This design comes from an exercise in tuning for small area on the open sky130 flow, not from production work.
Function was checked by simulation only, so behaviour that the tests miss may differ from the original.

## flow/design.v (module list and top-level ports; edited modules follow where they fit)
// module mul1: 3703 lines
// module mul1_fa: 4 lines
// module mul1_ha: 4 lines
// module mul1_bsel: 3 lines
// module mul1_bseln: 3 lines
module mul1 (
    input clock,
    input reset,
    input logic FU_unit,
    input [31:0] regA,
    input [31:0] regB,
    input logic [4:0] func,
    input logic rollback,
    input logic [5:0] tag_in,
    output logic [31:0] result,
    output logic [5:0] tag_out,
    output done
);
  // ...
==> flow/flow/run.sh <==
#!/bin/bash
# Standard ORFS layout (the standard.sh, standard synthesis unchanged) with
# minimum-size port buffers, no CTS dummy loads, and power/area recovery after
# global routing.
set -euo pipefail
bash standard.sh BUFFER_PORTS_ARGS="-buffer_cell sky130_fd_sc_hd__buf_1" \
  CTS_ARGS="-sink_clustering_enable -repair_clock_nets -dont_use_dummy_load -buf_list sky130_fd_sc_hd__clkbuf_8" \
  RECOVER_POWER=100 finish > standard.log 2>&1
==> flow/standard.sh <==
#!/bin/bash
# synth_recipe.tcl (not shown) runs the flow's synth.tcl, then flattens the netlist and writes it again
# the make line also repeats each setting of config.mk as NAME=value (left out here)
make -C /OpenROAD-flow-scripts/flow DESIGN_CONFIG=/design/flow/config.mk WORK_HOME=/design/flow/orfs CLKGATE_MAP_FILE= SYNTH_SCRIPT=/design/flow/synth_recipe.tcl "${@:-finish}"
==> flow/config.mk <==
export PLATFORM = sky130hd
export DESIGN_NAME = mul1
export DESIGN_NICKNAME = mul1
export VERILOG_FILES = /design/flow/design.v
export SDC_FILE = /design/flow/constraint.sdc
export NUM_CORES = 4
export LEC_CHECK = 0
export ABC_AREA = 1
export CAP_MARGIN = 20
export CORE_MARGIN = 2
export CORE_UTILIZATION = 60
export CTS_BUF_LIST = sky130_fd_sc_hd__clkbuf_8
export PLACE_DENSITY = 0.85
export SLEW_MARGIN = 20
export SYNTH_HIERARCHICAL = 1
export SYNTH_MINIMUM_KEEP_SIZE = 0
==> flow/constraint.sdc <==
create_clock -name core_clock -period 10.0 [get_ports {clock}]
set_input_delay 2.0000 -clock core_clock [delete_from_list [all_inputs] [get_ports {clock}]]
set_output_delay 2.0000 -clock core_clock [all_outputs]
set_load 0.01 [all_outputs]
==> results by group, run 1 <==
Status
  – Status: finished clean

Route
  – DR WL met3: between 10 and 15 mm
  – DRC viols: 0
  – DRT antenna net count: 0
  – First-pass iteration count of the detailed router: 9

Clock network
  – CTS tree: yes
  – CTS Hold Bufs: 0
  – CTS Root Cell: clkbuf_8

Final layout
  – Sequential share of cell area: 0.117
  – FF+latch count: 162
  – Fraction of area in multi-input gates: 0.768
  – Area delta synth->final: 5.74%
  – Non-clk buf share: 0.0590
  – Final std cells w/o fill: roughly 3.2k
  – Inverters: about 150

Synthesis
  – Post-synthesis mux area share: 0
  – Largest family of logic cells by synthesized area: adder cells
  – Commonest cells in the synthesized netlist: xor2_1 (541), o22ai_1 (512), fa_1 (501)

Place
  – Area post-placement: around 0.027 sq mm

Floorplan
  – Tap cells: just under 600

Timing
  – Final critical-path share of the clock period: 0.933
  – Post-route minimum period: 9.33 ns

Critical path
  – Bufs and invs on worst path: 3
  – RR Startpoint: tag_old[2]$_SDFFE_PP1P_
==> inputs of run 2 (changes only) <==
--- a/flow/config.mk
+++ b/flow/config.mk
@@ -9,5 +9,5 @@
 export CAP_MARGIN = 20
 export CORE_MARGIN = 2
-export CORE_UTILIZATION = 60
+export CORE_UTILIZATION = 75
 export CTS_BUF_LIST = sky130_fd_sc_hd__clkbuf_8
 export PLACE_DENSITY = 0.85
==> results by group, run 2 <==
GRT
  – Grt ovf: 0
  – GRT Util Overall: 0.552
  – Largest net degree at the start of global routing: between 40 and 50
  – Initial antenna violation count: 4
  – Vias in the first global route: 24.0k
  – First-pass GRT wire length: approximately 150 mm

Floorplan
  – Die width: around 190 um
  – Initial core utilization: 0.758
  – I/O pins: 118
  – Die ar.: between 0.03 and 0.04 sq mm
  – FP Rows: between 60 and 70
  – Core Area: about 0.034 sq mm
  – Die Height: around 190 um

Timing
  – Max_slew headroom: 0.251
  – Final Skew: about 0.043 ns
  – Final setup fails: 0
  – RSZ-0062 raised after global routing: false
  – Final WS setup: between 0.4 and 0.5 ns
  – Final critical-path share of the clock period: 0.956 (+0.0223)
  – Fin Hold WS: 0.297 ns
  – Post-route minimum period: 9.56 ns (+0.223 ns)
  – Measured slew at the worst slew-check pin: around 1.1 ns
  – Number of hold violations in the final report: 0
  – Setup TNS: 0 ns
  – Fmax: around 0.10 GHz
  – Max Slew Vio Count: 0

Synthesis
  – Most common cell in the netlist: xor2_1
  – EDFF count, synth: 0
  – Ys async rst share: 0
  – Cells after Synth: approximately 2.6k
  – Ys flop type: dfxtp_1
  – Post-synth cell types: 39
  – Post-synthesis sequential area ratio: 0.124
  – Synth area leader: fa_1
  – Syn_nets: between 3k and 4k
  – Yosys warns: 7
  – Mapped cell area: between 0.02 and 0.03 sq mm
  – Commonest cells in the synthesized netlist: xor2_1 (541), o22ai_1 (512), fa_1 (501)
  – Synth Area per Inst: slightly below 10 sq um
  – Top cell type's share of synthesized area: 0.384
  – Synthesized flop and latch total: about 160
  – Synth top area cells: fa_1 (38%), xor2_1 (18%), dfxtp_1 (12%)

Critical path
  – Cell mode on critical path: nand2_1
  – CP Max Fanout: 21
  – Crit path launch: regB[7]
  – Crit-path slowest cell: o21ai_2
  – Worst endpoint data arrival time: 9.91 ns
  – Worst Setup End Kind: flop
  – WP data required: approximately 10 ns
  – CP max stage delay: between 0.8 and 0.9 ns
  – CP Class: in -> reg
  – RR Startpoint: tag_old[2]$_SDFFE_PP1P_
  – CP Launch Type: input port

Clock network
  – H-tree Lvls: 4
  – CTS Root Cell: clkbuf_8
  – Clock transition at path regs: approximately 0.11 ns
  – Clk sinks: 162
  – CTS Hold Bufs: 0 (unchanged)
  – Post-CTS setup buffer count: 0
  – Clock Latency Late Sink: 0.53 ns
  – TritonCTS buffer count: 17
  – CTS tree: yes
  – Deepest clock path buffer count: 2
  – Post-CTS Resized: 0

Min path
  – Hold path start: tag3[5]$_DFF_P_
  – Hold crit path type: reg -> reg

Place
  – Post-DP HPWL: between 70 and 80 mm
  – Final Wtd Congestion: roughly 1.1
  – PortBufs: around 120
  – Area post-placement: 0.0271 sq mm (-1.0%)
  – Post-place setup slack: 0.480 ns

Route
  – Drt wl/cell: 31.6 um
  – First-pass iteration count of the detailed router: 15 (+6)
  – DRC viols: 0 (unchanged)
  – DRT antenna net count: 0 (unchanged)
  – 1st-iter DRT viols: around 4.6k
  – Final wirelength: just under 100 mm
  – Routed vias/inst: between 7 and 8
  – Vias: between 20k and 25k

Status
  – Status: finished clean

Final layout
  – Layout cells sized above 1: 0.0834
  – Most frequent cells in the layout: xor2_1 (541), o22ai_1 (512), fa_1 (501), nand2_1 (173), dfxtp_1 (162)
  – Area delta synth->final: 4.73%
  – Final Instance Area: roughly 0.027 sq mm
  – Fillers: 2148
  – NumNets Final: around 3.3k
  – Commonest non-fill, non-tap cell in the layout: xor2_1

Job
  – Max-Cap Viols: 0
==> run 2: cell counts after synthesis <==
No cell type changed its count.
==> run 2: per-stage QoR <==
step / instances / utilization
3_5_place_dp: 3087 / 0.787
2_1_floorplan: 2646 / -
3_3_place_gp: 3087 / 0.787
5_1_grt: 3104 / 0.794
6_report: 3105 / 0.794
4_1_cts: 3104 / 0.794
==> run 2: Yosys stat by module (local to each module, per instance) <==
module | flip-flops and latches | copies in the design
mul1 | 162 | 1
mul1_fa | 0 | 493
mul1_ha | 0 | 17
==> run 2: kinds of logic (layout without fill, tap and decap cells) <==
group           Yosys count  count (layout)  share of synthesized area
fa+ha+maj               591             591                      0.427
other cells               0               1                          0
flops                   162             162                      0.124
compound gates          613             613                      0.146
buf+inv                 420             423                     0.0652
xor+xnor                564             564                      0.189
simple gates            296             296                     0.0485
==> run 2: cell type report <==
class,count,area (sq um),share of cell area
antenna,1,2.50,0.0000915
clock buffer,17,234,0.00855
inverter,151,567,0.0207
multi-input combinational,2064,21200,0.776
sequential,162,3240,0.119
tap,455,569,0.0208
timing repair buffer,255,1520,0.0555
==> run 2: worst max-delay path, delay by kind of cell <==
kind | cells | cell delay (ns)
compound gates | 4 | 1.24
simple gates | 15 | 1.83
fa+ha+maj | 9 | 3.41
buf+inv | 3 | 0.96
xor+xnor | 2 | 0.45
==> run 2: metal layers <==
layer,routed length [um],global-route usage,share of wire,vias up
met5,240,0.0234,0.0024,-
met1,31200,0.660,0.32,11100
li1,-,-,-,8859
met4,10200,0.406,0.10,12
met2,40300,0.791,0.41,2592
met3,16200,0.242,0.17,895
==> run 2: worst paths after layout <==
path | slack (ns) | end | cells after the start
min reg2reg | 0.30 | tag4[5]$_DFF_P_ | 0
max reg2reg | 8.80 | v1$_SDFF_PP0_ | 4
min | 0.30 | tag4[5]$_DFF_P_ | 0
max | 0.44 | res1[31]$_DFF_P_ | 33
==> inputs of run 3 (changes only) <==
--- a/flow/config.mk
+++ b/flow/config.mk
@@ -9,7 +9,7 @@
 export CAP_MARGIN = 20
 export CORE_MARGIN = 2
-export CORE_UTILIZATION = 75
+export CORE_UTILIZATION = 70
 export CTS_BUF_LIST = sky130_fd_sc_hd__clkbuf_8
-export PLACE_DENSITY = 0.85
+export PLACE_DENSITY = 0.7999999999999999
 export SLEW_MARGIN = 20
 export SYNTH_HIERARCHICAL = 1
==> results by group, run 3 <==
Route
  – Drt wl/cell: 29.3 um (-7.4%)
  – Vias: 22.5k (-3.9%)
  – DR top layer: met5
  – Routed vias/inst: 7.18 (-4.8%)
  – M1 WL: 31.7 mm (+1.7%)
  – DR WL met3: 13.1 mm (-19%)
  – DRC viols: 0 (unchanged)
  – Met2 routed WL: 40.5 mm (+0.49%)
  – DRT antenna net count: 0 (unchanged)
  – First-pass iteration count of the detailed router: 9 (-6)
  – 1st-iter DRT viols: 2976 (-35%)
  – Final wirelength: 91.7 mm (-6.5%)

Critical path
  – Reg2reg setup slack: 8.85 ns (+0.05 ns)
  – CP Max Fanout: 22 (+4.8%)
  – WP data required: 10.36 ns (about the same)
  – Worst endpoint data arrival time: 9.74 ns (-0.17 ns)
  – Reg-to-Reg End: v1$_SDFF_PP0_
  – CP Launch Type: input port
  – Worst Setup End Kind: flop
  – RR Startpoint: tag_old[1]$_SDFFE_PP1P_
  – CP Class: in -> reg
  – Crit path launch: regB[23]
  – R2R depth: 4 (unchanged)

Final layout
  – Most frequent cells in the layout: xor2_1 (541), o22ai_1 (512), fa_1 (501), nand2_1 (176), dfxtp_1 (162)
  – NumNets Final: 3337 (+0.48%)
  – Final Instance Area: 0.0275 sq mm (+0.55%)
  – Area delta synth->final: 5.31%
  – Commonest non-fill, non-tap cell in the layout: xor2_1
  – Fillers: 2547 (+19%)
  – Layout cells sized above 1: 0.0867 (+0.00325)

Synthesis
  – Syn_nets: 3316 (unchanged)
  – Ys async rst share: 0 (unchanged)
  – EDFF count, synth: 0 (unchanged)
  – Synthesized flop and latch total: 162 (unchanged)
  – Synth top area cells: fa_1 (38%), xor2_1 (18%), dfxtp_1 (12%)
  – Ys flop type: dfxtp_1
  – Post-synth cell types: 39 (unchanged)
  – Yosys warns: 7 (unchanged)
  – Commonest cells in the synthesized netlist: xor2_1 (541), o22ai_1 (512), fa_1 (501)
  – Synth area leader: fa_1
  – Synth Area per Inst: 9.87 sq um (unchanged)
  – Cells after Synth: 2646 (unchanged)
  – Most common cell in the netlist: xor2_1
  – Mapped cell area: 0.0261 sq mm (unchanged)
  – Top cell type's share of synthesized area: 0.384 (unchanged)
  – Post-synthesis sequential area ratio: 0.124 (unchanged)

Place
  – Area post-placement: 0.0273 sq mm (+0.64%)
  – Final Wtd Congestion: 1.01 (-6.8%)
  – PortBufs: 117 (unchanged)
  – Post-DP HPWL: 68.7 mm (-3.9%)

Floorplan
  – Die ar.: 0.0389 sq mm (+7.0%)
  – Core Area: 0.0367 sq mm (+6.5%)
  – Initial core utilization: 0.712 (-0.0463)
  – I/O pins: 118 (unchanged)
  – FP Rows: 70 (+2.9%)
  – Die width: 197 um (+3.4%)
  – Die Height: 197 um (+3.4%)

Timing
  – Fmax: 0.107 GHz (+1.9%)
  – Final Skew: 0.0377 ns (-0.00542 ns)
  – Final setup fails: 0 (unchanged)
  – Final critical-path share of the clock period: 0.938 (-0.0177)
  – RSZ-0062 raised after global routing: false
  – Number of hold violations in the final report: 0 (unchanged)
  – Setup TNS: 0 ns (unchanged)
  – Fin Hold WS: 0.303 ns (+0.00686 ns)
  – Max Slew Vio Count: 0 (unchanged)
  – Measured slew at the worst slew-check pin: 1.02 ns (-0.0990 ns)
  – Max_slew headroom: 0.317 (+0.0661)
  – Post-route minimum period: 9.38 ns (-0.177 ns)

GRT
  – Grt ovf: 0 (unchanged)
  – Initial antenna violation count: 4 (unchanged)
  – GRT Util Overall: 0.480 (-0.0722)
  – Vias in the first global route: 23.6k (-1.9%)
  – First-pass GRT wire length: 138 mm (-4.7%)
  – Largest net degree at the start of global routing: 38 (-12%)

Clock network
  – Deepest clock path buffer count: 2 (unchanged)
  – Clock transition at path regs: 0.11 ns (about the same)
  – Post-CTS Resized: 0 (unchanged)
  – TritonCTS buffer count: 17 (unchanged)
  – Post-CTS setup buffer count: 0 (unchanged)
  – H-tree Lvls: 4 (unchanged)
  – CTS tree: yes
  – Clock Latency Late Sink: 0.49 ns (-0.04 ns)
  – CTS Hold Bufs: 0 (unchanged)
  – Clk sinks: 162 (unchanged)
  – CTS Root Cell: clkbuf_8

Min path
  – Hold crit path type: reg -> reg
  – Hold depth: 0 (unchanged)
  – Worst hold endpoint: tag4[2]$_DFF_P_
  – Hold path start: tag3[2]$_DFF_P_

Job
  – Max-Cap Viols: 0 (unchanged)

Status
  – Status: finished clean
## run 3: cell counts after synthesis
Identical to the previous run, type by type.
## run 3: worst max path at each step
stage | end | slack (ns) | cells after the start
floorplan | res1[31]$_DFF_P_ | 1.75 | 32
global placement | res1[31]$_DFF_P_ | 0.88 | 32
detailed placement | res1[31]$_DFF_P_ | 0.72 | 34
CTS | res1[13]$_DFF_P_ | 1.14 | 27
global route | res1[13]$_DFF_P_ | 0.43 | 27
finish | res1[13]$_DFF_P_ | 0.62 | 27
## run 3: cell type report
cell class	count	area, sq um	area share
flip-flops and latches	162	3240	0.118
diodes	1	2.50	0.0000910
repair buffers	271	1670	0.0607
multi-input cells	2064	21200	0.771
clock buffers	17	234	0.00851
inverters	151	567	0.0206
well taps	468	586	0.0213
## run 3: per-layer routing
layer / vias to the layer above / GRT usage
met3: 537 / 0.175
met1: 11100 / 0.594
met4: 4 / 0.277
li1: 8883 / -
met2: 2021 / 0.729
met5: - / 0
## run 3: cell families after synthesis
family | Yosys count | share of synthesized area
fa+ha+maj | 591 | 0.427
xor+xnor | 564 | 0.189
flops | 162 | 0.124
buf+inv | 420 | 0.0652
compound gates | 613 | 0.146
simple gates | 296 | 0.0485
## run 3: worst max-delay path, cell delays in order
cell and delay [ns]:
clkbuf_1 0.15, buf_4 0.29, inv_1 0.19, o21ai_2 0.61, buf_12 0.26, o22ai_1 0.10, xor2_1 0.22, fa_1 0.57
fa_1 0.41, fa_1 0.40, fa_1 0.39, fa_1 0.51, fa_1 0.43, fa_1 0.39, ha_1 0.35, nand2_1 0.08
nor2_1 0.07, nand2_1 0.09, nand3_1 0.12, inv_1 0.13, nand3_4 0.20, a21oi_1 0.47, o21bai_1 0.15, ha_1 0.21
xor2_1 0.66, nand2_1 0.14, o21ai_0 0.13
## run 3: per-module statistics from Yosys (local to each module, per instance)
module | cell area [sq um] | times used
mul1 | 16000 | 1
mul1_ha | 12.5 | 17
mul1_fa | 20.0 | 493
## run 3: metrics by stage
step	setup WS, ns	utilization	std cells
3_3_place_gp	0.883	0.744	3116
6_report	0.622	0.750	3134
3_5_place_dp	0.724	0.744	3116
2_1_floorplan	1.75	-	2646
4_1_cts	1.14	0.750	3133
5_1_grt	0.431	0.750	3133
==> inputs of run 4 (changes only) <==
--- a/flow/config.mk
+++ b/flow/config.mk
@@ -9,7 +9,7 @@
 export CAP_MARGIN = 20
 export CORE_MARGIN = 2
-export CORE_UTILIZATION = 70
+export CORE_UTILIZATION = 60
 export CTS_BUF_LIST = sky130_fd_sc_hd__clkbuf_8
-export PLACE_DENSITY = 0.7999999999999999
+export PLACE_DENSITY = 0.7
 export SLEW_MARGIN = 20
 export SYNTH_HIERARCHICAL = 1
==> results by group, run 4 <==
Route
  – 1st-iter DRT viols: 2530 (-15%)
  – Routed vias/inst: 6.72 (-6.5%)
  – DRT antenna net count: 0 (unchanged)
  – First-pass iteration count of the detailed router: 8 (-1)
  – Drt wl/cell: 27.9 um (-4.8%)
  – Vias: 21.8k (-3.2%)
  – DRC viols: 0 (unchanged)
  – Final wirelength: 90.4 mm (-1.4%)

Critical path
  – R2R depth: 4 (unchanged)
  – Worst Setup End Kind: flop
  – CP max stage delay: 0.59 ns (-0.07 ns)
  – WP data required: 10.34 ns (-0.02 ns)
  – Reg-to-Reg End: v1$_SDFF_PP0_
  – Reg2reg setup slack: 8.89 ns (+0.04 ns)
  – Worst endpoint data arrival time: 9.87 ns (+0.13 ns)
  – Cell mode on critical path: nand2_1
  – RR Startpoint: tag_old[2]$_SDFFE_PP1P_
  – Crit-path slowest cell: inv_1
  – CP Launch Type: input port
  – CP Max Fanout: 19 (-14%)
  – CP Class: in -> reg

Synthesis
  – Yosys warns: 7 (unchanged)
  – Ys async rst share: 0 (unchanged)
  – EDFF count, synth: 0 (unchanged)
  – Post-synth cell types: 39 (unchanged)
  – Commonest cells in the synthesized netlist: xor2_1 (541), o22ai_1 (512), fa_1 (501)
  – Ys flop type: dfxtp_1
  – Synth Area per Inst: 9.87 sq um (unchanged)
  – Synth top area cells: fa_1 (38%), xor2_1 (18%), dfxtp_1 (12%)
  – Cells after Synth: 2646 (unchanged)
  – Synth area leader: fa_1
  – Top cell type's share of synthesized area: 0.384 (unchanged)
  – Mapped cell area: 0.0261 sq mm (unchanged)
  – Syn_nets: 3316 (unchanged)
  – Synthesized flop and latch total: 162 (unchanged)
  – Post-synthesis sequential area ratio: 0.124 (unchanged)
  – Most common cell in the netlist: xor2_1

Floorplan
  – I/O pins: 118 (unchanged)
  – Die ar.: 0.0452 sq mm (+16%)
  – Die Height: 213 um (+7.8%)
  – Core Area: 0.0430 sq mm (+17%)
  – Die width: 213 um (+7.8%)
  – FP Rows: 76 (+8.6%)
  – Initial core utilization: 0.608 (-0.104)

Timing
  – Fmax: 0.105 GHz (-1.6%)
  – Number of hold violations in the final report: 0 (unchanged)
  – Final Skew: 0.0303 ns (-0.00740 ns)
  – Final WS setup: 0.466 ns (-0.156 ns)
  – Post-route minimum period: 9.53 ns (+0.156 ns)
  – Max Slew Vio Count: 0 (unchanged)
  – Max_slew headroom: 0.347 (+0.0295)
  – Final setup fails: 0 (unchanged)
  – Measured slew at the worst slew-check pin: 0.979 ns (-0.0442 ns)
  – Setup TNS: 0 ns (unchanged)
  – Final critical-path share of the clock period: 0.953 (+0.0156)
  – RSZ-0062 raised after global routing: false

Final layout
  – NumNets Final: 3328 (-0.27%)
  – Layout cells sized above 1: 0.0847 (-0.00197)
  – Commonest non-fill, non-tap cell in the layout: xor2_1
  – Final std cells w/o fill: 3243 (+3.5%)
  – Most frequent cells in the layout: xor2_1 (541), o22ai_1 (512), fa_1 (501), nand2_1 (176), dfxtp_1 (162)
  – Final core occ: 0.642 (-0.107)
  – Final Instance Area: 0.0276 sq mm (+0.37%)
  – Area delta synth->final: 5.70%

Place
  – Post-place setup slack: 0.412 ns (-0.312 ns)
  – PortBufs: 117 (unchanged)
  – Dpl cells: 3224 (+3.5%)
  – Final Wtd Congestion: 1.00 (-0.44%)
  – Area post-placement: 0.0274 sq mm (+0.33%)
  – Post-DP HPWL: 68.0 mm (-1.1%)

Clock network
  – CTS Hold Bufs: 0 (unchanged)
  – Deepest clock path buffer count: 2 (unchanged)
  – Clock Latency Late Sink: 0.50 ns (about the same)
  – H-tree Lvls: 4 (unchanged)
  – Clock transition at path regs: 0.11 ns (about the same)
  – CTS Root Cell: clkbuf_8
  – Post-CTS setup buffer count: 0 (unchanged)
  – TritonCTS buffer count: 17 (unchanged)
  – Post-CTS Resized: 0 (unchanged)
  – Clk sinks: 162 (unchanged)
  – CTS tree: yes

GRT
  – Vias in the first global route: 22.6k (-4.1%)
  – GRT Util Overall: 0.411 (-0.0693)
  – Largest net degree at the start of global routing: 39 (+2.6%)
  – Initial antenna violation count: 5 (+1)
  – Grt ovf: 0 (unchanged)
  – First-pass GRT wire length: 136 mm (-1.8%)

Min path
  – Worst hold endpoint: res4[21]$_DFF_P_
  – Hold depth: 0 (unchanged)
  – Hold crit path type: reg -> reg
  – Hold path start: res3[21]$_DFF_P_

Status
  – Status: finished clean

Job
  – Max-Cap Viols: 0 (unchanged)
## run 4: stage by stage
step,hold WS (ns)
floorplan,0.310
global placement,0.309
detailed placement,0.312
CTS,0.302
finish,0.303
global route,0.304
## run 4: cell families (layout without fill, tap and decap cells)
logic type,Yosys count,count (layout),synth area share
other cells,0,2,0
simple gates,296,296,0.0485
compound gates,613,613,0.146
buf+inv,420,430,0.0652
fa+ha+maj,591,591,0.427
xor+xnor,564,564,0.189
flops,162,162,0.124
## run 4: layout make-up
type / instances / area (sq um)
fill: 3634 / 15400
inverter: 151 / 567
clock buffer: 17 / 234
multi-input combinational: 2064 / 21200
tap: 585 / 732
sequential: 162 / 3240
antenna: 2 / 5.00
timing repair buffer: 262 / 1620
## run 4: how the worst max path moves through the flow
stage / startpoint / to / slack, ns / cells past startpoint
after floorplan: regB[9] / res1[31]$_DFF_P_ / 1.75 / 32
after global placement: regB[11] / res1[31]$_DFF_P_ / 0.50 / 32
after detailed placement: regB[11] / res1[31]$_DFF_P_ / 0.41 / 32
after CTS: regB[11] / res1[31]$_DFF_P_ / 0.92 / 32
after global routing: regB[11] / res1[31]$_DFF_P_ / 0.29 / 34
final: regB[11] / res1[31]$_DFF_P_ / 0.47 / 34
## run 4: per-module statistics from Yosys (local to each module, per instance)
module,area [sq um],times used
mul1,16000,1
mul1_fa,20.0,493
mul1_ha,12.5,17
## run 4: critical path: cells and delay by family
| family | cells | cell delay, ns |
|---|---|---|
| AOI/OAI and AO/OA | 2 | 0.19 |
| buffers and inverters | 3 | 1.23 |
| adders and majority gates | 9 | 3.71 |
| xor gates and xnor gates | 2 | 0.26 |
| and+or+nand+nor | 18 | 2.45 |
## run 4: routing by layer
layer | vias to the layer above | share of wire | GRT usage
met2 | 1693 | 0.44 | 0.622
met5 | - | 0.00027 | 0
met4 | 4 | 0.064 | 0.235
met3 | 403 | 0.13 | 0.136
met1 | 10800 | 0.36 | 0.518
li1 | 8867 | - | -
==> inputs of run 5 (changes only) <==
--- a/flow/config.mk
+++ b/flow/config.mk
@@ -9,7 +9,7 @@
 export CAP_MARGIN = 20
 export CORE_MARGIN = 2
-export CORE_UTILIZATION = 60
+export CORE_UTILIZATION = 65
 export CTS_BUF_LIST = sky130_fd_sc_hd__clkbuf_8
-export PLACE_DENSITY = 0.7
+export PLACE_DENSITY = 0.75
 export SLEW_MARGIN = 20
 export SYNTH_HIERARCHICAL = 1
==> results by group, run 5 <==
Status
  – Status: finished clean

Final layout
  – Fillers: 3094 (-15%)
  – Layout cells sized above 1: 0.0803 (-0.00441)
  – Final core occ: 0.690 (+0.0475)
  – Commonest non-fill, non-tap cell in the layout: xor2_1
  – Area delta synth->final: 4.94%
  – Final std cells w/o fill: 3166 (-2.4%)
  – Most frequent cells in the layout: xor2_1 (541), o22ai_1 (512), fa_1 (501), nand2_1 (173), dfxtp_1 (162)
  – Final Instance Area: 0.0274 sq mm (-0.72%)
  – NumNets Final: 3312 (-0.48%)

Timing
  – RSZ-0062 raised after global routing: false
  – Fmax: 0.107 GHz (+2.4%)
  – Post-route minimum period: 9.31 ns (-0.224 ns)
  – Measured slew at the worst slew-check pin: 1.17 ns (+0.192 ns)
  – Max_slew headroom: 0.218 (-0.128)
  – Final critical-path share of the clock period: 0.931 (-0.0224)
  – Final Skew: 0.0244 ns (-0.00588 ns)
  – Setup TNS: 0 ns (unchanged)
  – Final setup fails: 0 (unchanged)
  – Max Slew Vio Count: 0 (unchanged)
  – Number of hold violations in the final report: 0 (unchanged)

Synthesis
  – Post-Synth Simple-Gate Area: 0.0485 (unchanged)
  – Ys flop type: dfxtp_1
  – Synth top area cells: fa_1 (38%), xor2_1 (18%), dfxtp_1 (12%)
  – Post-synthesis mux area share: 0 (unchanged)
  – Cells after Synth: 2646 (unchanged)
  – Post-synthesis sequential area ratio: 0.124 (unchanged)
  – Post-Synth XOR/XNOR Area: 0.189 (unchanged)
  – Yosys warns: 7 (unchanged)
  – Post-synth cell types: 39 (unchanged)
  – Synth area leader: fa_1
  – Top cell type's share of synthesized area: 0.384 (unchanged)
  – EDFF count, synth: 0 (unchanged)
  – Syn_nets: 3316 (unchanged)
  – Compound-gate portion of the synthesized area: 0.146 (unchanged)
  – Synth Area in Adders: 0.427 (unchanged)
  – Largest family of logic cells by synthesized area: adder cells
  – Mapped cell area: 0.0261 sq mm (unchanged)
  – Most common cell in the netlist: xor2_1
  – Ys async rst share: 0 (unchanged)
  – Synthesized flop and latch total: 162 (unchanged)
  – Commonest cells in the synthesized netlist: xor2_1 (541), o22ai_1 (512), fa_1 (501)
  – Synth Area per Inst: 9.87 sq um (unchanged)

Route
  – DRT antenna net count: 0 (unchanged)
  – Final wirelength: 88.2 mm (-2.4%)
  – Vias: 21.9k (+0.34%)
  – Drt wl/cell: 27.9 um (about the same)
  – DRC viols: 0 (unchanged)
  – First-pass iteration count of the detailed router: 6 (-2)
  – 1st-iter DRT viols: 2735 (+8.1%)
  – Routed vias/inst: 6.90 (+2.8%)

Clock network
  – CTS tree: yes
  – Clk sinks: 162 (unchanged)
  – Deepest clock path buffer count: 2 (unchanged)
  – Clock transition at path regs: 0.09 ns (-0.02 ns)
  – CTS Hold Bufs: 0 (unchanged)
  – TritonCTS buffer count: 17 (unchanged)
  – CTS Root Cell: clkbuf_8
  – Post-CTS setup buffer count: 0 (unchanged)
  – Post-CTS Resized: 0 (unchanged)
  – H-tree Lvls: 4 (unchanged)
  – Clock Latency Late Sink: 0.49 ns (about the same)

Critical path
  – WP data required: 10.35 ns (about the same)
  – CP max stage delay: 0.68 ns (+0.09 ns)
  – Worst endpoint data arrival time: 9.66 ns (-0.21 ns)
  – CP Max Fanout: 17 (-2)
  – CP Class: in -> reg
  – Crit path launch: regB[7]
  – Cell mode on critical path: nand2_1
  – Worst Setup End Kind: flop
  – Crit-path slowest cell: clkbuf_1
  – CP Launch Type: input port
  – RR Startpoint: tag_old[1]$_SDFFE_PP1P_

Place
  – PortBufs: 117 (unchanged)
  – Final Wtd Congestion: 1.03 (+2.4%)
  – Post-DP HPWL: 66.9 mm (-1.7%)
  – Dpl cells: 3148 (-2.4%)
  – Area post-placement: 0.0272 sq mm (-0.76%)

Job
  – Max-Cap Viols: 0 (unchanged)

Floorplan
  – Core Area: 0.0397 sq mm (-7.6%)
  – Die Height: 204 um (-3.8%)
  – I/O pins: 118 (unchanged)
  – FP Rows: 73 (-3.9%)
  – Initial core utilization: 0.657 (+0.0497)
  – Die width: 204 um (-3.8%)
  – Die ar.: 0.0418 sq mm (-7.5%)

Min path
  – Hold crit path type: reg -> reg
  – Hold path start: res2[18]$_DFF_P_

GRT
  – Largest net degree at the start of global routing: 43 (+10%)
  – GRT Util Overall: 0.432 (+0.0210)
  – Grt ovf: 0 (unchanged)
  – Initial antenna violation count: 3 (-2)
  – First-pass GRT wire length: 134 mm (-1.3%)
  – Vias in the first global route: 22.5k (-0.60%)
-- run 5: cell types whose count changed in the layout (fill, tap and decap cells not counted), moves of 2 or more --
cell | previous run | this run
buf_4 | 139 | 123
clkbuf_1 | 1 | 3
nand2_1 | 176 | 173
nand2_2 | 4 | 6
-- run 5: worst paths after layout --
kind,endpoint,slack (ns),depth (start not counted)
worst min-delay path,res3[18]$_DFF_P_,0.30,0
worst min register to register,res3[18]$_DFF_P_,0.30,0
worst max-delay path,res1[31]$_DFF_P_,0.69,34
worst max register to register,v1$_SDFF_PP0_,8.79,4
-- run 5: logic make-up (layout without fill, tap and decap cells) --
group / after synthesis / count (layout)
xor gates and xnor gates: 564 / 564
and+or+nand+nor: 296 / 296
buffers and inverters: 420 / 414
DFF: 162 / 162
adders and majority gates: 591 / 591
AOI/OAI and AO/OA: 613 / 613
other: 0 / 1
-- run 5: critical path: cells and delay by family --
kind	cells	cell delay, ns
fa+ha+maj	9	3.36
buf+inv	3	1.40
simple gates	17	2.05
xor+xnor	2	0.36
compound gates	3	0.49
-- run 5: metal layers --
metal  GRT usage  routed length (um)
met1       0.560               32100
met4       0.224                5190
met2       0.654               38900
met3       0.134               12100
met5           0                  11
-- run 5: per-stage QoR --
step                hold WS (ns)  worst slack [ns]
floorplan                  0.310              1.75
global placement           0.310             0.644
detailed placement         0.312             0.627
CTS                        0.304              1.16
global route               0.303             0.417
finish                     0.299             0.690
-- run 5: area by class of cell --
cell class / count / area (sq um) / share of cell area
tap: 525 / 657 / 0.0240
inverter: 151 / 567 / 0.0207
clock buffer: 17 / 234 / 0.00854
sequential: 162 / 3240 / 0.118
antenna: 1 / 2.50 / 0.0000913
multi-input combinational: 2064 / 21200 / 0.774
timing repair buffer: 246 / 1490 / 0.0542
-- run 5: modules after synthesis, one instance, submodules excluded --
| module | cells inside | copies in the design | cell area (sq um) | flip-flops and latches |
|---|---|---|---|---|
| mul1 | 2136 | 1 | 16000 | 162 |
| mul1_fa | 1 | 493 | 20.0 | 0 |
| mul1_ha | 1 | 17 | 12.5 | 0 |
==> inputs of run 6 (changes only) <==
--- a/flow/config.mk
+++ b/flow/config.mk
@@ -11,4 +11,5 @@
 export CORE_UTILIZATION = 65
 export CTS_BUF_LIST = sky130_fd_sc_hd__clkbuf_8
+export GPL_ROUTABILITY_DRIVEN = 0
 export PLACE_DENSITY = 0.75
 export SLEW_MARGIN = 20
==> results by group, run 6 <==
Synthesis
  – Ys async rst share: 0 (unchanged)
  – Commonest cells in the synthesized netlist: xor2_1 (541), o22ai_1 (512), fa_1 (501)
  – Synth area leader: fa_1
  – EDFF count, synth: 0 (unchanged)
  – Ys flop type: dfxtp_1
  – Yosys warns: 7 (unchanged)
  – Mapped cell area: 0.0261 sq mm (unchanged)
  – Post-synth cell types: 39 (unchanged)
  – Synth top area cells: fa_1 (38%), xor2_1 (18%), dfxtp_1 (12%)
  – Post-synthesis sequential area ratio: 0.124 (unchanged)
  – Synthesized flop and latch total: 162 (unchanged)
  – Top cell type's share of synthesized area: 0.384 (unchanged)
  – Most common cell in the netlist: xor2_1
  – Synth Area per Inst: 9.87 sq um (unchanged)
  – Cells after Synth: 2646 (unchanged)
  – Syn_nets: 3316 (unchanged)

Floorplan
  – Die Height: 204 um (unchanged)
  – Initial core utilization: 0.657 (unchanged)
  – Die ar.: 0.0418 sq mm (unchanged)
  – FP Rows: 73 (unchanged)
  – Core Area: 0.0397 sq mm (unchanged)
  – Die width: 204 um (unchanged)
  – I/O pins: 118 (unchanged)

Min path
  – Hold depth: 0 (unchanged)
  – Worst hold endpoint: res2[11]$_DFF_P_
  – Hold crit path type: reg -> reg
  – Hold path start: res1[11]$_DFF_P_

Clock network
  – Clk sinks: 162 (unchanged)
  – Post-CTS setup buffer count: 0 (unchanged)
  – Deepest clock path buffer count: 2 (unchanged)
  – H-tree Lvls: 4 (unchanged)
  – CTS Root Cell: clkbuf_8
  – Post-CTS Resized: 0 (unchanged)
  – TritonCTS buffer count: 17 (unchanged)
  – CTS tree: yes
  – Clock transition at path regs: 0.08 ns (about the same)
  – Clock Latency Late Sink: 0.47 ns (-0.02 ns)
  – CTS Hold Bufs: 0 (unchanged)

Timing
  – Setup TNS: 0 ns (unchanged)
  – Final setup fails: 0 (unchanged)
  – Post-route minimum period: 9.65 ns (+0.339 ns)
  – RSZ-0062 raised after global routing: false
  – Final critical-path share of the clock period: 0.965 (+0.0339)
  – Max_slew headroom: 0.252 (+0.0343)
  – Max Slew Vio Count: 0 (unchanged)
  – Number of hold violations in the final report: 0 (unchanged)
  – Final Skew: 0.0273 ns (+0.00288 ns)
  – Fmax: 0.104 GHz (-3.5%)
  – Measured slew at the worst slew-check pin: 1.12 ns (-0.0501 ns)

Route
  – DRC viols: 0 (unchanged)
  – Drt wl/cell: 27.5 um (-1.4%)
  – Vias: 22.3k (+2.1%)
  – First-pass iteration count of the detailed router: 10 (+4)
  – DRT antenna net count: 0 (unchanged)
  – Routed vias/inst: 7.04 (+2.0%)
  – 1st-iter DRT viols: 3756 (+37%)
  – Final wirelength: 87.2 mm (-1.2%)

Critical path
  – RR Startpoint: tag_old[1]$_SDFFE_PP1P_
  – WP data required: 10.35 ns (about the same)
  – CP Class: in -> reg
  – R2R depth: 4 (unchanged)
  – Reg-to-Reg End: v1$_SDFF_PP0_
  – Worst Setup End Kind: flop
  – CP Launch Type: input port
  – Worst endpoint data arrival time: 10.00 ns (+0.34 ns)
  – Reg2reg setup slack: 8.91 ns (+0.12 ns)
  – Crit-path slowest cell: a21oi_2
  – CP max stage delay: 0.60 ns (-0.08 ns)
  – Cell mode on critical path: fa_1
  – Crit path launch: regA[31]
  – CP Max Fanout: 16 (-1)

Final layout
  – Most frequent cells in the layout: xor2_1 (541), o22ai_1 (512), fa_1 (501), nand2_1 (172), dfxtp_1 (162)
  – Commonest non-fill, non-tap cell in the layout: xor2_1
  – Layout cells sized above 1: 0.0810 (+0.000696)
  – Final std cells w/o fill: 3171 (+0.16%)
  – Fillers: 3025 (-2.2%)
  – NumNets Final: 3314 (+0.060%)
  – Area delta synth->final: 4.97% (about the same)

Place
  – Dpl cells: 3149 (+0.032%)
  – PortBufs: 117 (unchanged)
  – Post-DP HPWL: 65.1 mm (-2.6%)

GRT
  – Largest net degree at the start of global routing: 43 (unchanged)
  – Grt ovf: 0 (unchanged)
  – First-pass GRT wire length: 133 mm (-0.72%)
  – Initial antenna violation count: 6 (+3)
  – GRT Util Overall: 0.426 (-0.00618)
  – Vias in the first global route: 23.2k (+3.2%)

Status
  – Status: finished clean

Job
  – Max-Cap Viols: 0 (unchanged)
==> run 6: layout make-up <==
type | count | area [sq um] | share of cell area
Sequential cell | 162 | 3240 | 0.118
Inverter | 151 | 567 | 0.0207
Multi-Input combinational cell | 2064 | 21200 | 0.774
Tap cell | 525 | 657 | 0.0240
Antenna cell | 4 | 10.0 | 0.000365
Timing Repair Buffer | 248 | 1480 | 0.0541
Clock buffer | 17 | 234 | 0.00853
==> run 6: layer usage <==
metal / GRT usage / part of all wire
met5: 0 / 0.0024
met3: 0.171 / 0.15
met1: 0.519 / 0.34
met2: 0.633 / 0.43
met4: 0.260 / 0.078
==> run 6: logic make-up (layout without fill, tap and decap cells) <==
kind of cell,count (synthesis),in the layout,synth area share
adders and majority gates,591,591,0.427
other,0,4,0
AOI/OAI and AO/OA,613,613,0.146
xor gates and xnor gates,564,564,0.189
and+or+nand+nor,296,296,0.0485
DFF,162,162,0.124
buffers and inverters,420,416,0.0652
==> run 6: worst max path at each step <==
stage                             endpoint  depth (start not counted)  slack, ns
final                     res1[31]$_DFF_P_                         31       0.35
after global routing      res1[31]$_DFF_P_                         31       0.24
after CTS                 res1[31]$_DFF_P_                         30       0.96
after detailed placement  res1[31]$_DFF_P_                         30       0.45
after global placement    res1[31]$_DFF_P_                         30       0.60
after floorplan           res1[31]$_DFF_P_                         32       1.75
==> run 6: critical path, delay by kind of cell <==
family | cells | cell delay [ns]
adders and majority gates | 9 | 3.46
and+or+nand+nor | 13 | 1.74
buffers and inverters | 4 | 1.25
AOI/OAI and AO/OA | 3 | 0.95
xor gates and xnor gates | 2 | 0.57
==> run 6: Yosys stat by module (local to each module, per instance) <==
module	flip-flops and latches	cell area [sq um]	copies in the design
mul1_fa	0	20.0	493
mul1_ha	0	12.5	17
mul1	162	16000	1
==> run 6: stage by stage <==
stage	util	hold WS [ns]	setup WS, ns	instance area (sq um)
2_1_floorplan	-	0.310	1.75	26100
3_3_place_gp	0.684	0.310	0.600	27200
5_1_grt	0.690	0.302	0.236	27400
3_5_place_dp	0.684	0.312	0.449	27200
6_report	0.690	0.296	0.351	27400
4_1_cts	0.690	0.294	0.957	27400
==> inputs of run 7 (changes only) <==
--- a/flow/config.mk
+++ b/flow/config.mk
@@ -11,6 +11,6 @@
 export CORE_UTILIZATION = 65
 export CTS_BUF_LIST = sky130_fd_sc_hd__clkbuf_8
-export GPL_ROUTABILITY_DRIVEN = 0
-export PLACE_DENSITY = 0.75
+export GPL_ROUTABILITY_DRIVEN = 1
+export PLACE_DENSITY = 0.65
 export SLEW_MARGIN = 20
 export SYNTH_HIERARCHICAL = 1
==> results by group, run 7 <==
GRT
  – Grt ovf: 0 (unchanged)
  – GRT Util Overall: 0.447 (+0.0217)
  – Initial antenna violation count: 2 (-4)
  – Largest net degree at the start of global routing: 42 (-2.3%)
  – Vias in the first global route: 22.6k (-2.7%)
  – First-pass GRT wire length: 138 mm (+3.4%)

Route
  – Vias: 22.0k (-1.6%)
  – DRT antenna net count: 0 (unchanged)
  – Drt wl/cell: 28.9 um (+5.2%)
  – Final wirelength: 91.8 mm (+5.3%)
  – First-pass iteration count of the detailed router: 9 (-1)
  – Routed vias/inst: 6.92 (-1.7%)
  – DRC viols: 0 (unchanged)
  – 1st-iter DRT viols: 2693 (-28%)

Critical path
  – Crit path launch: regB[19]
  – R2R depth: 4 (unchanged)
  – Cell mode on critical path: fa_1
  – CP Launch Type: input port
  – Worst endpoint data arrival time: 9.90 ns (-0.10 ns)
  – WP data required: 10.34 ns (about the same)
  – Reg2reg setup slack: 8.73 ns (-0.18 ns)
  – CP Class: in -> reg
  – Worst Setup End Kind: flop
  – Reg-to-Reg End: v1$_SDFF_PP0_
  – CP Max Fanout: 13 (-3)
  – CP max stage delay: 0.77 ns (+0.17 ns)
  – RR Startpoint: tag_old[2]$_SDFFE_PP1P_
  – Crit-path slowest cell: o21ai_2

Synthesis
  – Post-synthesis sequential area ratio: 0.124 (unchanged)
  – Synthesized flop and latch total: 162 (unchanged)
  – Yosys warns: 7 (unchanged)
  – Ys async rst share: 0 (unchanged)
  – Syn_nets: 3316 (unchanged)
  – Top cell type's share of synthesized area: 0.384 (unchanged)
  – Most common cell in the netlist: xor2_1
  – Ys flop type: dfxtp_1
  – Synth Area per Inst: 9.87 sq um (unchanged)
  – EDFF count, synth: 0 (unchanged)
  – Synth area leader: fa_1
  – Mapped cell area: 0.0261 sq mm (unchanged)
  – Commonest cells in the synthesized netlist: xor2_1 (541), o22ai_1 (512), fa_1 (501)
  – Cells after Synth: 2646 (unchanged)
  – Synth top area cells: fa_1 (38%), xor2_1 (18%), dfxtp_1 (12%)
  – Post-synth cell types: 39 (unchanged)

Clock network
  – Deepest clock path buffer count: 2 (unchanged)
  – CTS Root Cell: clkbuf_8
  – Post-CTS setup buffer count: 0 (unchanged)
  – CTS tree: yes
  – CTS Hold Bufs: 0 (unchanged)
  – H-tree Lvls: 4 (unchanged)
  – Clock transition at path regs: 0.08 ns (about the same)
  – TritonCTS buffer count: 17 (unchanged)
  – Clk sinks: 162 (unchanged)
  – Clock Latency Late Sink: 0.47 ns (about the same)
  – Post-CTS Resized: 0 (unchanged)

Final layout
  – Area delta synth->final: 4.83%
  – Layout cells sized above 1: 0.0809 (about the same)
  – Final core occ: 0.689 (-0.000882)
  – Most frequent cells in the layout: xor2_1 (541), o22ai_1 (512), fa_1 (501), nand2_1 (173), dfxtp_1 (162)
  – Commonest non-fill, non-tap cell in the layout: xor2_1
  – NumNets Final: 3316 (+0.060%)
  – Final std cells w/o fill: 3173 (+0.063%)
  – Final Instance Area: 0.0274 sq mm (-0.13%)
  – Fillers: 3140 (+3.8%)

Floorplan
  – Core Area: 0.0397 sq mm (unchanged)
  – Initial core utilization: 0.657 (unchanged)
  – Die Height: 204 um (unchanged)
  – Die ar.: 0.0418 sq mm (unchanged)
  – FP Rows: 73 (unchanged)
  – Die width: 204 um (unchanged)
  – I/O pins: 118 (unchanged)

Timing
  – Measured slew at the worst slew-check pin: 1.11 ns (-0.00809 ns)
  – Number of hold violations in the final report: 0 (unchanged)
  – RSZ-0062 raised after global routing: false
  – Final setup fails: 0 (unchanged)
  – Post-route minimum period: 9.55 ns (-0.0974 ns)
  – Max Slew Vio Count: 0 (unchanged)
  – Final Skew: 0.0354 ns (+0.00815 ns)
  – Fmax: 0.105 GHz (+1.0%)
  – Final critical-path share of the clock period: 0.955 (-0.00974)
  – Max_slew headroom: 0.258 (+0.00530)
  – Setup TNS: 0 ns (unchanged)

Min path
  – Worst hold endpoint: res2[12]$_DFF_P_
  – Hold depth: 0 (unchanged)
  – Hold path start: res1[12]$_DFF_P_
  – Hold crit path type: reg -> reg

Place
  – PortBufs: 117 (unchanged)
  – Post-DP HPWL: 69.4 mm (+6.6%)
  – Dpl cells: 3152 (+0.095%)
  – Final Wtd Congestion: ~1.1
  – Area post-placement: 0.0272 sq mm (about the same)

Status
  – Status: finished clean

Job
  – Max-Cap Viols: 0 (unchanged)
run 7: cell counts after synthesis:
No cell type changed its count.
run 7: modules after synthesis, one instance, submodules excluded:
module | copies in the design | area (sq um) | flip-flops and latches
mul1 | 1 | 16000 | 162
mul1_fa | 493 | 20.0 | 0
mul1_ha | 17 | 12.5 | 0
run 7: worst max-delay path by stage:
stage	slack, ns	cells past startpoint	end
4_1_cts	0.89	30	res1[31]$_DFF_P_
2_1_floorplan	1.75	32	res1[31]$_DFF_P_
5_1_grt	0.24	33	res1[31]$_DFF_P_
3_5_place_dp	0.40	30	res1[31]$_DFF_P_
3_3_place_gp	0.52	31	res1[31]$_DFF_P_
6_report	0.45	33	res1[31]$_DFF_P_
run 7: kinds of logic (layout without fill, tap and decap cells):
kind of cell             after synthesis  in the layout  share of synthesized area
XOR/XNOR                             564            564                      0.189
AO/OA/AOI/OAI                        613            613                      0.146
other                                  0              4                          0
AND/OR/NAND/NOR                      296            296                     0.0485
buffers and inverters                420            418                     0.0652
flip-flops                           162            162                      0.124
adder cells (fa/ha/maj)              591            591                      0.427
run 7: worst max-delay path, delay by kind of cell:
family	cells	cell delay [ns]
buffers and inverters	3	1.02
XOR/XNOR	2	0.33
AND/OR/NAND/NOR	16	1.99
adder cells (fa/ha/maj)	9	3.55
AO/OA/AOI/OAI	3	0.99
run 7: routing by layer:
metal  global-route usage  wire length [um]
met4                0.260              6220
met5                    0                 0
met2                0.669             40200
met3                0.136             12200
met1                0.578             33100
run 7: through the flow:
step	worst slack [ns]	hold WS [ns]
after floorplan	1.75	0.310
after detailed placement	0.404	0.312
after global placement	0.520	0.310
after global routing	0.239	0.290
after CTS	0.886	0.287
final	0.448	0.286
run 7: area by class of cell:
| cell class | count | area, sq um | share of cell area |
|---|---|---|---|
| Antenna cell | 4 | 10.0 | 0.000366 |
| Clock buffer | 17 | 234 | 0.00854 |
| Inverter | 151 | 567 | 0.0207 |
| Multi-Input combinational cell | 2064 | 21200 | 0.774 |
| Sequential cell | 162 | 3240 | 0.118 |
| Tap cell | 525 | 657 | 0.0240 |
| Timing Repair Buffer | 250 | 1470 | 0.0535 |
==> inputs of run 8 (changes only) <==
--- a/flow/flow/run.sh
+++ b/flow/flow/run.sh
@@ -5,4 +5,4 @@
 set -euo pipefail
 bash standard.sh BUFFER_PORTS_ARGS="-buffer_cell sky130_fd_sc_hd__buf_1" \
-  CTS_ARGS="-sink_clustering_enable -repair_clock_nets -dont_use_dummy_load -buf_list sky130_fd_sc_hd__clkbuf_8" \
+  CTS_ARGS="-sink_clustering_enable -repair_clock_nets -dont_use_dummy_load -sink_clustering_size 24 -sink_clustering_max_diameter 120 -buf_list sky130_fd_sc_hd__clkbuf_8" \
   RECOVER_POWER=100 finish > standard.log 2>&1
--- a/flow/config.mk
+++ b/flow/config.mk
@@ -9,8 +9,7 @@
 export CAP_MARGIN = 20
 export CORE_MARGIN = 2
-export CORE_UTILIZATION = 65
+export CORE_UTILIZATION = 60
 export CTS_BUF_LIST = sky130_fd_sc_hd__clkbuf_8
-export GPL_ROUTABILITY_DRIVEN = 1
-export PLACE_DENSITY = 0.65
+export PLACE_DENSITY = 0.7
 export SLEW_MARGIN = 20
 export SYNTH_HIERARCHICAL = 1
==> results by group, run 8 <==
Floorplan
  – Die ar.: 0.0452 sq mm (+8.2%)
  – Core Area: 0.0430 sq mm (+8.2%)
  – Die width: 213 um (+4.0%)
  – Initial core utilization: 0.608 (-0.0497)
  – I/O pins: 118 (unchanged)
  – Die Height: 213 um (+4.0%)
  – FP Rows: 76 (+4.1%)

Final layout
  – NumNets Final: 3328 (+0.36%)
  – Commonest non-fill, non-tap cell in the layout: xor2_1
  – Area delta synth->final: 5.70%
  – Layout cells sized above 1: 0.0847 (+0.00378)
  – Most frequent cells in the layout: xor2_1 (541), o22ai_1 (512), fa_1 (501), nand2_1 (176), dfxtp_1 (162)

Place
  – Final Wtd Congestion: 1.00 (-5.4%)
  – Post-place setup slack: 0.412 ns (+0.00854 ns)
  – PortBufs: 117 (unchanged)
  – Post-DP HPWL: 68.0 mm (-2.0%)

Synthesis
  – Synth area leader: fa_1
  – Mapped cell area: 0.0261 sq mm (unchanged)
  – Ys flop type: dfxtp_1
  – Synth Area per Inst: 9.87 sq um (unchanged)
  – Synth top area cells: fa_1 (38%), xor2_1 (18%), dfxtp_1 (12%)
  – Post-synth cell types: 39 (unchanged)
  – EDFF count, synth: 0 (unchanged)
  – Post-synthesis sequential area ratio: 0.124 (unchanged)
  – Syn_nets: 3316 (unchanged)
  – Synthesized flop and latch total: 162 (unchanged)
  – Top cell type's share of synthesized area: 0.384 (unchanged)
  – Yosys warns: 7 (unchanged)
  – Ys async rst share: 0 (unchanged)
  – Most common cell in the netlist: xor2_1
  – Cells after Synth: 2646 (unchanged)
  – Commonest cells in the synthesized netlist: xor2_1 (541), o22ai_1 (512), fa_1 (501)

GRT
  – Largest net degree at the start of global routing: 39 (-7.1%)
  – Vias in the first global route: 22.6k (+0.25%)
  – Initial antenna violation count: 5 (+3)
  – Grt ovf: 0 (unchanged)
  – First-pass GRT wire length: 136 mm (-1.4%)
  – GRT Util Overall: 0.411 (-0.0366)

Clock network
  – H-tree Lvls: 4 (unchanged)
  – Post-CTS Resized: 0 (unchanged)
  – Clock Latency Late Sink: 0.50 ns (+0.03 ns)
  – CTS Hold Bufs: 0 (unchanged)
  – Clock transition at path regs: 0.11 ns (+0.03 ns)
  – Post-CTS setup buffer count: 0 (unchanged)
  – CTS Root Cell: clkbuf_8
  – Deepest clock path buffer count: 2 (unchanged)
  – CTS tree: yes
  – Clk sinks: 162 (unchanged)
  – TritonCTS buffer count: 17 (unchanged)

Min path
  – Hold path start: res3[21]$_DFF_P_
  – Hold crit path type: reg -> reg
  – Worst hold endpoint: res4[21]$_DFF_P_
  – Hold depth: 0 (unchanged)

Critical path
  – CP Max Fanout: 19 (+6)
  – Bufs and invs on worst path: 3 (unchanged)
  – Cell mode on critical path: nand2_1
  – CP Class: in -> reg
  – CP Launch Type: input port
  – Worst endpoint data arrival time: 9.87 ns (-0.03 ns)
  – CP delay by family, top: adder cells
  – Crit-path slowest cell: inv_1
  – Reg2reg setup slack: 8.89 ns (+0.16 ns)
  – R2R depth: 4 (unchanged)
  – WP data required: 10.34 ns (about the same)
  – RR Startpoint: tag_old[2]$_SDFFE_PP1P_
  – Worst Setup End Kind: flop
  – Reg-to-Reg End: v1$_SDFF_PP0_
  – CP max stage delay: 0.59 ns (-0.18 ns)

Route
  – Final wirelength: 90.4 mm (-1.5%)
  – DRT antenna net count: 0 (unchanged)
  – Vias: 21.8k (-0.81%)
  – DRC viols: 0 (unchanged)
  – Routed vias/inst: 6.72 (-3.0%)
  – Drt wl/cell: 27.9 um (-3.6%)
  – 1st-iter DRT viols: 2530 (-6.1%)
  – First-pass iteration count of the detailed router: 8 (-1)

Timing
  – Fmax: 0.105 GHz (+0.19%)
  – Fin Hold WS: 0.303 ns (+0.0172 ns)
  – Max Slew Vio Count: 0 (unchanged)
  – Measured slew at the worst slew-check pin: 0.979 ns (-0.134 ns)
  – Final Skew: 0.0303 ns (-0.00515 ns)
  – Setup TNS: 0 ns (unchanged)
  – Max_slew headroom: 0.347 (+0.0889)
  – Final WS setup: 0.466 ns (+0.0178 ns)
  – Post-route minimum period: 9.53 ns (-0.0178 ns)
  – Number of hold violations in the final report: 0 (unchanged)
  – Final critical-path share of the clock period: 0.953 (-0.00178)
  – RSZ-0062 raised after global routing: false
  – Final setup fails: 0 (unchanged)

Status
  – Status: finished clean

Job
  – Max-Cap Viols: 0 (unchanged)
[run 8: through the flow]
| step | instances | area [sq um] | util |
|---|---|---|---|
| after CTS | 3241 | 27600 | 0.643 |
| after detailed placement | 3224 | 27400 | 0.637 |
| after floorplan | 2646 | 26100 | - |
| after global routing | 3241 | 27600 | 0.642 |
| final | 3243 | 27600 | 0.642 |
| after global placement | 3224 | 27400 | 0.637 |
[run 8: worst max path at each step]
stage                            end  cells past startpoint     start
finish              res1[31]$_DFF_P_                     34  regB[11]
global route        res1[31]$_DFF_P_                     34  regB[11]
CTS                 res1[31]$_DFF_P_                     32  regB[11]
detailed placement  res1[31]$_DFF_P_                     32  regB[11]
global placement    res1[31]$_DFF_P_                     32  regB[11]
floorplan           res1[31]$_DFF_P_                     32   regB[9]
[run 8: metal layers]
layer | track usage | share of wire | vias to the layer above
li1 | - | - | 8867
met1 | 0.518 | 0.36 | 10800
met2 | 0.622 | 0.44 | 1693
met3 | 0.136 | 0.13 | 403
met4 | 0.235 | 0.064 | 4
met5 | 0 | 0.00027 | -
[run 8: cell type report]
cell class / count / area, sq um
repair buffers: 262 / 1620
inverters: 151 / 567
flip-flops and latches: 162 / 3240
clock buffers: 17 / 234
diodes: 2 / 5.00
fillers: 3634 / 15400
multi-input cells: 2064 / 21200
well taps: 585 / 732
[run 8: kinds of logic after synthesis]
group           after synthesis  synth area share
compound gates              613             0.146
xor+xnor                    564             0.189
fa+ha+maj                   591             0.427
buf+inv                     420            0.0652
flops                       162             0.124
simple gates                296            0.0485
[run 8: per-module statistics from Yosys, one instance, submodules excluded]
module	area (sq um)	copies in the design	flops+latches	cells
mul1	16000	1	162	2136
mul1_fa	20.0	493	0	1
mul1_ha	12.5	17	0	1

==> afterwards: timing with drivers on the ports <==
In the flow no input, the clock included, has a driving cell. The finished layouts below were timed again as built, in two steps.
Step 1 assumes that a clkbuf_16 drives the clock port and a buf_2 every other input.
Step 2 moves the port delays by t, midway between the first and last clock arrival at a register: inputs arrive t later, outputs are due t later. That takes back most of the time a late clock gives input paths.
a / b / c = no drivers / after step 1 / after step 2; a / b = the first two.
run	t, ns	setup slack, ns	clock arrival spread, ns	worst slew at a driven data input, ns	pins driven straight from the clock port
run 1	0.517	0.668 / 0.659 / 0.142	0.028 / 0.028	0.17	1
run 2	0.544	0.445 / 0.425 / -0.119	0.050 / 0.050	0.17	1
run 3	0.510	0.622 / 0.512 / 0.002	0.053 / 0.053	0.16	1
run 4	0.522	0.466 / 0.485 / -0.037	0.047 / 0.046	0.19	1
run 5	0.516	0.690 / 0.699 / 0.182	0.034 / 0.035	0.18	1
run 6	0.510	0.351 / 0.367 / -0.142	0.038 / 0.039	0.17	1
run 7	0.508	0.448 / 0.475 / -0.034	0.050 / 0.051	0.16	1
run 8	0.522	0.466 / 0.485 / -0.037	0.047 / 0.046	0.19	1
Met with ideal ports but missed after step 2: setup timing in 5 of these runs. For run 3, which loses most, drivers alone change the setup slack by -0.110 ns; drivers and shift together by -0.620 ns.
